What follows belongs to an exercise in optimizing a design on an open flow for small area; a production flow would make more cautious choices. At most, simulation tests tie the RTL to the original design; equivalence was not proved. No activity file was given, so power comes from the tool's default toggle rates.

==> flow/design.v (excerpt) <==
module rangesensor (
   input  wire        clk,
   input  wire        rst,
   input  wire        rx,
   input  wire [1:0]  echo,
   output wire        tx,
   output wire [1:0]  trigger,
   output wire [13:0] segments,
   output wire [7:0]  digit_num
);
==> flow/config.mk <==
export PLATFORM = sky130hd
export DESIGN_NAME = rangesensor
export DESIGN_NICKNAME = rangesensor
export VERILOG_FILES = /design/flow/design.v
export SDC_FILE = /design/flow/constraint.sdc
export NUM_CORES = 4
export LEC_CHECK = 0
export CAP_MARGIN = 20
export CORE_MARGIN = 2
export CORE_UTILIZATION = 40
export CTS_BUF_LIST = sky130_fd_sc_hd__clkbuf_8
export CTS_CLUSTER_DIAMETER = 60
export CTS_CLUSTER_SIZE = 16
export SLEW_MARGIN = 20
==> flow/constraint.sdc <==
create_clock -name core_clock -period 20.0 [get_ports {clk}]
set_input_delay 4.0000 -clock core_clock [delete_from_list [all_inputs] [get_ports {clk}]]
set_output_delay 4.0000 -clock core_clock [all_outputs]
set_load 0.01 [all_outputs]
standard.sh (not shown) runs the stock make flow with config.mk's settings and CLKGATE_MAP_FILE= SYNTH_SCRIPT=/design/flow/synth_recipe.tcl, a recipe that flattens the netlist after the stock synthesis.
==> flow/flow/run.sh <==
#!/bin/bash
# Layout flow: the standard flow (standard.sh, same make targets and
# settings) except that synthesis maps the logic with an area-oriented ABC
# script (flow/abc_area.script) instead of ORFS's speed script. Registers
# are mapped by Yosys before ABC runs, so they are the standard synthesis's.
set -euo pipefail
W=$(pwd)
{
  head -n 1 synth_recipe.tcl
  cat <<EOT
proc abc {args} {
  set i [lsearch \$args -script]
  if {\$i >= 0} { lset args [expr {\$i + 1}] $W/flow/abc_area.script }
  yosys abc {*}\$args
}
EOT
  tail -n +2 synth_recipe.tcl
} > my_synth.tcl
CTS_ARGS="-sink_clustering_enable -repair_clock_nets -dont_use_dummy_load -buf_list sky130_fd_sc_hd__clkbuf_16 -sink_clustering_size 30 -sink_clustering_max_diameter 80"
sed -e "s#SYNTH_SCRIPT=[^ ]*synth_recipe\.tcl#SYNTH_SCRIPT=$W/my_synth.tcl#" \
    -e "s#\"\${@:-finish}\"#'CTS_ARGS=$CTS_ARGS' 'BUFFER_PORTS_ARGS=-buffer_cell sky130_fd_sc_hd__buf_1' \"\${@:-finish}\"#" \
    standard.sh > my_standard.sh
grep -q "SYNTH_SCRIPT=$W/my_synth.tcl" my_standard.sh
grep -q "dont_use_dummy_load" my_standard.sh
bash my_standard.sh > flow.log 2>&1
==> flow/flow/abc_area.script <==
strash
dch
amap
strash
dch
amap
topo
The first run finished with timing, DRC and antenna clean.
Edit:
--- a/flow/flow/run.sh
+++ b/flow/flow/run.sh
@@ -19 +19 @@
-CTS_ARGS="-sink_clustering_enable -repair_clock_nets -dont_use_dummy_load -buf_list sky130_fd_sc_hd__clkbuf_16 -sink_clustering_size 30 -sink_clustering_max_diameter 80"
+CTS_ARGS="-sink_clustering_enable -repair_clock_nets -dont_use_dummy_load -buf_list sky130_fd_sc_hd__clkbuf_8 -sink_clustering_size 22 -sink_clustering_max_diameter 60"
Result: The new run passed the timing, DRC and antenna checks; via count went up by 1.2%; wire length went up by 0.89%; final cell count went up by 0.42%; design area went down by 0.78%; count of clock-buffer cells in the layout went up by 5.
Function was not checked in any run of this note: the RTL went through the layout flow alone.

========
The RTL this note starts from:
==> flow/design.v <==
module transmitter (
   input  wire       clk,
   input  wire       rst,
   input  wire [7:0] data,
   output wire       load,
   output wire       tx
);
reg  [3:0]  phase;
reg  [12:0] cnt;
wire        wrap = cnt[1] & ~cnt[2] & ~cnt[3] & ~cnt[6] & cnt[7] & ~cnt[8] &
                   ~cnt[9] & cnt[10] & cnt[12];
assign load = wrap && phase == 4'd9;
always @(posedge clk) begin
   if (rst) begin
      phase <= 4'd9;
      cnt   <= 13'd7298;
   end else if (wrap) begin
      phase <= (phase == 4'd10) ? 4'd0 : phase + 4'd1;
      cnt   <= (phase == 4'd9) ? 13'd3649 : 13'd1513;
   end else
      cnt <= {cnt[11:0], cnt[12] ^ cnt[2]};
end
reg t;
always @(*) begin
   case (phase)
      4'd0:    t = 1'b0;
      4'd1:    t = data[0];
      4'd2:    t = data[1];
      4'd3:    t = data[2];
      4'd4:    t = data[3];
      4'd5:    t = data[4];
      4'd6:    t = data[5];
      4'd7:    t = data[6];
      4'd8:    t = data[7];
      default: t = 1'b1;
   endcase
end
assign tx = t;
endmodule
module uart (
   input  wire       clk,
   input  wire       rst,
   input  wire [7:0] range0,
   input  wire [7:0] range1,
   output wire       tx
);
wire       load;
reg  [7:0] data;
reg        ch;
transmitter transmitter_inst (.clk(clk), .rst(rst), .data(data), .load(load), .tx(tx));
always @(posedge clk) begin
   if (rst)
      ch <= 1'b1;
   else if (load)
      ch <= ~ch;
   if (load)
      data <= ch ? range1 : range0;
end
endmodule
module rangesensor (
   input  wire        clk,
   input  wire        rst,
   input  wire        rx,
   input  wire [1:0]  echo,
   output wire        tx,
   output wire [1:0]  trigger,
   output wire [13:0] segments,
   output wire [7:0]  digit_num
);
wire [15:0] digits0, digits1;
wire [7:0]  range0, range1;
reg rst_d;    
reg rst_d2;   
always @(posedge clk) begin
   rst_d  <= rst;
   rst_d2 <= rst_d;
end
uart uart_inst (.clk(clk), .rst(rst), .range0(range0), .range1(range1), .tx(tx));
ranging_module ch0 (.clk(clk), .rst(rst), .rst_d(rst_d), .rst_d2(rst_d2), .echo(echo[0]), .trigger(trigger[0]),
                    .digits(digits0), .range(range0));
ranging_module ch1 (.clk(clk), .rst(rst), .rst_d(rst_d), .rst_d2(rst_d2), .echo(echo[1]), .trigger(trigger[1]),
                    .digits(digits1), .range(range1));
reg  [15:0] div;
wire        strob = ~div[0] & ~div[2] & div[4] & ~div[5] & div[6] & ~div[7] & ~div[8] &
                    ~div[9] & ~div[11] & ~div[12] & div[13] & div[14] & ~div[15];
reg  [1:0]  sel_d;                                        
wire [1:0]  sel = rst_d ? 2'd3 : sel_d + {1'b0, strob};  
always @(posedge clk) begin
   if (rst_d)
      div <= 16'd3853;
   else if (strob)
      div <= 16'd7706;
   else
      div <= {div[14:0], div[15] ^ div[6]};
   sel_d <= sel;
end
wire [3:0] dn = {~(sel == 2'd3), ~(sel == 2'd2), ~(sel == 2'd1), ~(sel == 2'd0)};
assign digit_num = {dn, dn};
indicator ind0 (.clk(clk), .rst(rst), .rst_d(rst_d), .sel(sel_d), .digits(digits0),
                .segments(segments[6:0]));
indicator ind1 (.clk(clk), .rst(rst), .rst_d(rst_d), .sel(sel_d), .digits(digits1),
                .segments(segments[13:7]));
endmodule
module ranging_module (
   input  wire        clk,
   input  wire        rst,
   input  wire        rst_d,
   input  wire        rst_d2,
   input  wire        echo,
   output wire        trigger,
   output wire [15:0] digits,
   output wire [7:0]  range
);
reg  [1:0]  state;
reg  [7:0]  pulse_width;
reg         prev_echo;
reg         prev_echo2;
wire rise = echo & ~prev_echo;
wire fall = prev_echo & ~echo;
reg  [8:0]  pre;
reg  [13:0] cnt;
wire pre_low  = ~|pre[7:0];
wire pre_zero = pre_low & ~pre[8];
localparam [13:0] CNT_END = ~14'd6104;
wire term   = (pre == 9'd102) & &(cnt | ~CNT_END);
wire listen = state[0] & (state[1] | term);
always @(posedge clk) begin
   if (rst)
      prev_echo <= 1'b0;
   else
      prev_echo <= echo;
   if (rst) begin
      state       <= 2'b00;
      pre         <= 9'd430;
      cnt         <= ~14'd15870;
      pulse_width <= 8'd0;
   end else begin
      pre <= {pre[7:0], pre[8] ^ pre[4] ^ pre_low};
      cnt <= cnt + {13'd0, pre_zero};
      if (listen && rise) begin
         state <= 2'b10;
         pre   <= 9'd429;       
         cnt   <= ~14'd15871;
      end else case (state)
         2'b00:
            if (term) begin
               state <= 2'b01;
               pre   <= 9'd479;   
               cnt   <= ~14'd6106;
            end
         2'b01:
            if (term)
               state <= 2'b11;
         2'b10: begin
            if (fall)
               pulse_width <= cnt[7:0];
            if (fall || term) begin
               state <= 2'b00;
               pre   <= 9'd430;   
               cnt   <= ~14'd15870;
            end
         end
         default: ;
      endcase
   end
end
assign trigger = (state == 2'b01);
assign range   = pulse_width;
always @(posedge clk)
   prev_echo2 <= prev_echo;
wire rise_d = prev_echo & ~prev_echo2;
wire fall_d = prev_echo2 & ~prev_echo;
wire clr    = rst_d | rise_d;
reg  [8:0] clock_reg2;
wire       cr_end = ~clock_reg2[0] & ~clock_reg2[1] & ~clock_reg2[3] & clock_reg2[4] &
                    ~clock_reg2[5] & ~clock_reg2[7];
reg  [3:0] cnt1, cnt2, cnt3, cnt4;
reg  [3:0] digit1_reg, digit2_reg, digit3_reg, digit4_reg;
wire n1 = cnt1[3] & cnt1[0];
wire n2 = cnt2[3] & cnt2[0];
wire n3 = cnt3[3] & cnt3[0];
wire step = cr_end & ~rst_d;
wire inc1 = step & ~n1;
wire inc2 = step & n1 & ~n2;
wire inc3 = step & n1 & n2 & ~n3;
wire inc4 = step & n1 & n2 & n3;
wire z1 = (clr & ~inc1) | inc2;
wire z2 = (clr & ~inc2) | inc3;
wire z3 = (clr & ~inc3) | inc4;
wire z4 = clr & ~inc4;
function [3:0] bump;    
   input [3:0] x;
   input       inc;
   input       zero;
   bump = (x ^ ({4{inc}} & {x[2] & x[1] & x[0], x[1] & x[0], x[0], 1'b1})) & {4{~zero}};
endfunction
always @(posedge clk) begin
   clock_reg2 <= (clr | cr_end) ? 9'd1 : {clock_reg2[7:0], clock_reg2[8] ^ clock_reg2[1]};
   cnt1 <= bump(cnt1, inc1, z1);
   cnt2 <= bump(cnt2, inc2, z2);
   cnt3 <= bump(cnt3, inc3, z3);
   cnt4 <= bump(cnt4, inc4, z4);
   if (rst_d)
      digit4_reg <= 4'd0;
   else if (fall_d)
      digit4_reg <= cnt4;
   if (fall_d | rst_d2) begin
      digit1_reg <= cnt1;
      digit2_reg <= cnt2;
      digit3_reg <= cnt3;
   end
end
assign digits = {digit4_reg, digit3_reg, digit2_reg, digit1_reg};
endmodule
module indicator (
   input  wire        clk,
   input  wire        rst,
   input  wire        rst_d,
   input  wire [1:0]  sel,       
   input  wire [15:0] digits,    
   output wire [6:0]  segments
);
wire [3:0] data = rst_d ? 4'd6 : digits[sel*4 +: 4];
reg [3:0] last;    
always @(posedge clk) begin
   if (rst)
      last <= 4'd15;
   else if (~data[3] | (~data[2] & ~data[1]))
      last <= data;
end
assign segments[0] = (~last[2] & ~last[0]) | (last[2] & ~last[1] & last[0]) |
                     (~last[3] & last[1]) | (last[3] & ~last[1]);
assign segments[1] = (~last[1] & ~last[0]) | ~last[2] | (~last[3] & last[1] & last[0]);
assign segments[2] = ~last[1] | (~last[2] & last[0]) | (~last[3] & last[2]);
assign segments[3] = (last[1] & ~last[0]) | (~last[2] & ~last[0]) | (~last[2] & last[1]) |
                     (last[2] & ~last[1] & last[0]) | (last[3] & ~last[1]);
assign segments[4] = (last[1] & ~last[0]) | (~last[2] & ~last[0]);
assign segments[5] = (~last[1] & ~last[0]) | (last[2] & ~last[0]) | (last[2] & ~last[1]) |
                     (last[3] & ~last[1]);
assign segments[6] = (last[1] & ~last[0]) | (~last[2] & last[1]) | (last[2] & ~last[1]) |
                     (last[3] & ~last[1]);
endmodule
Settings: LEC_CHECK=0, CAP_MARGIN=20, CORE_MARGIN=2, CORE_UTILIZATION=40, CTS_BUF_LIST=sky130_fd_sc_hd__clkbuf_8, CTS_CLUSTER_DIAMETER=60, CTS_CLUSTER_SIZE=16, SLEW_MARGIN=20; clock period 20.0 ns.
==> flow/flow/run.sh <==
#!/bin/bash
# Layout flow: the standard flow (standard.sh: the same ORFS make targets
# and settings) with three changes:
#  - synthesis maps the logic with an area-oriented ABC script
#    (flow/abc_area.script) instead of ORFS's speed script; Yosys maps the
#    registers before ABC runs, so they are the standard synthesis's;
#  - CTS does not insert dummy loads (CTS_ARGS, otherwise ORFS's arguments);
#  - every input and output port is buffered with buf_1.
# Output of the make run: flow.log; each ORFS step logs under orfs/logs/.
set -euo pipefail
W=$(pwd)
{
  head -n 1 synth_recipe.tcl
  cat <<EOT
proc abc {args} {
  set i [lsearch \$args -script]
  if {\$i >= 0} { lset args [expr {\$i + 1}] $W/flow/abc_area.script }
  yosys abc {*}\$args
}
EOT
  tail -n +2 synth_recipe.tcl
} > my_synth.tcl
CTS_ARGS="-sink_clustering_enable -repair_clock_nets -dont_use_dummy_load -buf_list sky130_fd_sc_hd__clkbuf_8 -sink_clustering_size 18 -sink_clustering_max_diameter 80"
sed -e "s#SYNTH_SCRIPT=[^ ]*synth_recipe\.tcl#SYNTH_SCRIPT=$W/my_synth.tcl#" \
    -e "s#\"\${@:-finish}\"#'CTS_ARGS=$CTS_ARGS' 'BUFFER_PORTS_ARGS=-buffer_cell sky130_fd_sc_hd__buf_1' \"\${@:-finish}\"#" \
    standard.sh > my_standard.sh
grep -q "SYNTH_SCRIPT=$W/my_synth.tcl" my_standard.sh
grep -q "dont_use_dummy_load" my_standard.sh
bash my_standard.sh > flow.log 2>&1
==> flow/flow/abc_area.script <==
strash
dch
amap
strash
dch
amap
strash
dch
amap
strash
dch
amap
topo
==> next run, changes <==
--- a/flow/flow/run.sh
+++ b/flow/flow/run.sh
@@ -22,3 +22,3 @@
 } > my_synth.tcl
-CTS_ARGS="-sink_clustering_enable -repair_clock_nets -dont_use_dummy_load -buf_list sky130_fd_sc_hd__clkbuf_8 -sink_clustering_size 18 -sink_clustering_max_diameter 80"
+CTS_ARGS="-sink_clustering_enable -repair_clock_nets -dont_use_dummy_load -buf_list sky130_fd_sc_hd__clkbuf_8 -sink_clustering_size 20 -sink_clustering_max_diameter 100"
 sed -e "s#SYNTH_SCRIPT=[^ ]*synth_recipe\.tcl#SYNTH_SCRIPT=$W/my_synth.tcl#" \
=> The new run completed with no timing, DRC or antenna violations; clock skew is higher by 0.027 ns; combinational power hardly moves; power is lower slightly; hold slack loses 0.0058 ns; die area stays the same; flip-flop and latch count is unchanged; via count is lower slightly; routed wire length stays flat.
==> next run, changes <==
--- a/flow/flow/run.sh
+++ b/flow/flow/run.sh
@@ -22,3 +22,3 @@
 } > my_synth.tcl
-CTS_ARGS="-sink_clustering_enable -repair_clock_nets -dont_use_dummy_load -buf_list sky130_fd_sc_hd__clkbuf_8 -sink_clustering_size 20 -sink_clustering_max_diameter 100"
+CTS_ARGS="-sink_clustering_enable -repair_clock_nets -dont_use_dummy_load -buf_list sky130_fd_sc_hd__clkbuf_8 -sink_clustering_size 18 -sink_clustering_max_diameter 80"
 sed -e "s#SYNTH_SCRIPT=[^ ]*synth_recipe\.tcl#SYNTH_SCRIPT=$W/my_synth.tcl#" \
==> flow/flow/abc_area.script (replaced) <==
strash
dch
amap
strash
dch
amap
strash
dch
amap
strash
dch
amap
strash
dch
amap
strash
dch
amap
topo
- CTS_CLUSTER_DIAMETER: 60 -> 80
- CTS_CLUSTER_SIZE: 16 -> 18
Result: Area after synthesis is about the same. Cell count decreases slightly. Non-clock buffer count rises by 2. Routed wire length came out higher slightly. Count of clock-buffer cells in the layout rose by 1. Utilization goes up by 0.19 points. First-iteration DRC count falls by a few percent. Setup slack is better by 0.29 ns. Design area stays flat.

==> static timing again, ports no longer ideal <==
Ports are ideal in the flow. The routed layouts listed here were re-timed in OpenROAD. Step 1 (the two cells are an assumption about what drives the block):
set clk [get_ports {clk}]
set_driving_cell -lib_cell sky130_fd_sc_hd__clkbuf_16 $clk
set_driving_cell -lib_cell sky130_fd_sc_hd__buf_2 [delete_from_list [all_inputs] $clk]
Step 2 adds t to the input delays and takes it off the output delays; t is the mean of the earliest and latest rising clock arrival at the registers after step 1. Input paths then give back, and output paths get back, about the clock's delay inside the block. Three values: ideal ports, drivers, drivers and shift; two values: the first two.
run | t, ns | setup WS [ns] | hold slack, ns | worst setup path at the end
the first run of note 1 | 0.484 | 13.245 / 13.204 / 13.688 | 0.385 / 0.385 / 0.385 | register to output
the second run of note 1 | 0.524 | 13.133 / 13.099 / 13.624 | 0.387 / 0.387 / 0.387 | register to output
the first run of note 2 | 0.514 | 13.141 / 13.100 / 13.614 | 0.382 / 0.382 / 0.382 | register to output
the second run of note 2 | 0.508 | 13.144 / 13.105 / 13.613 | 0.376 / 0.376 / 0.376 | register to output
the third run of note 2 | 0.508 | 13.436 / 13.399 / 13.581 | 0.381 / 0.381 / 0.381 | input to register
After both steps setup and hold are still met in every run listed.
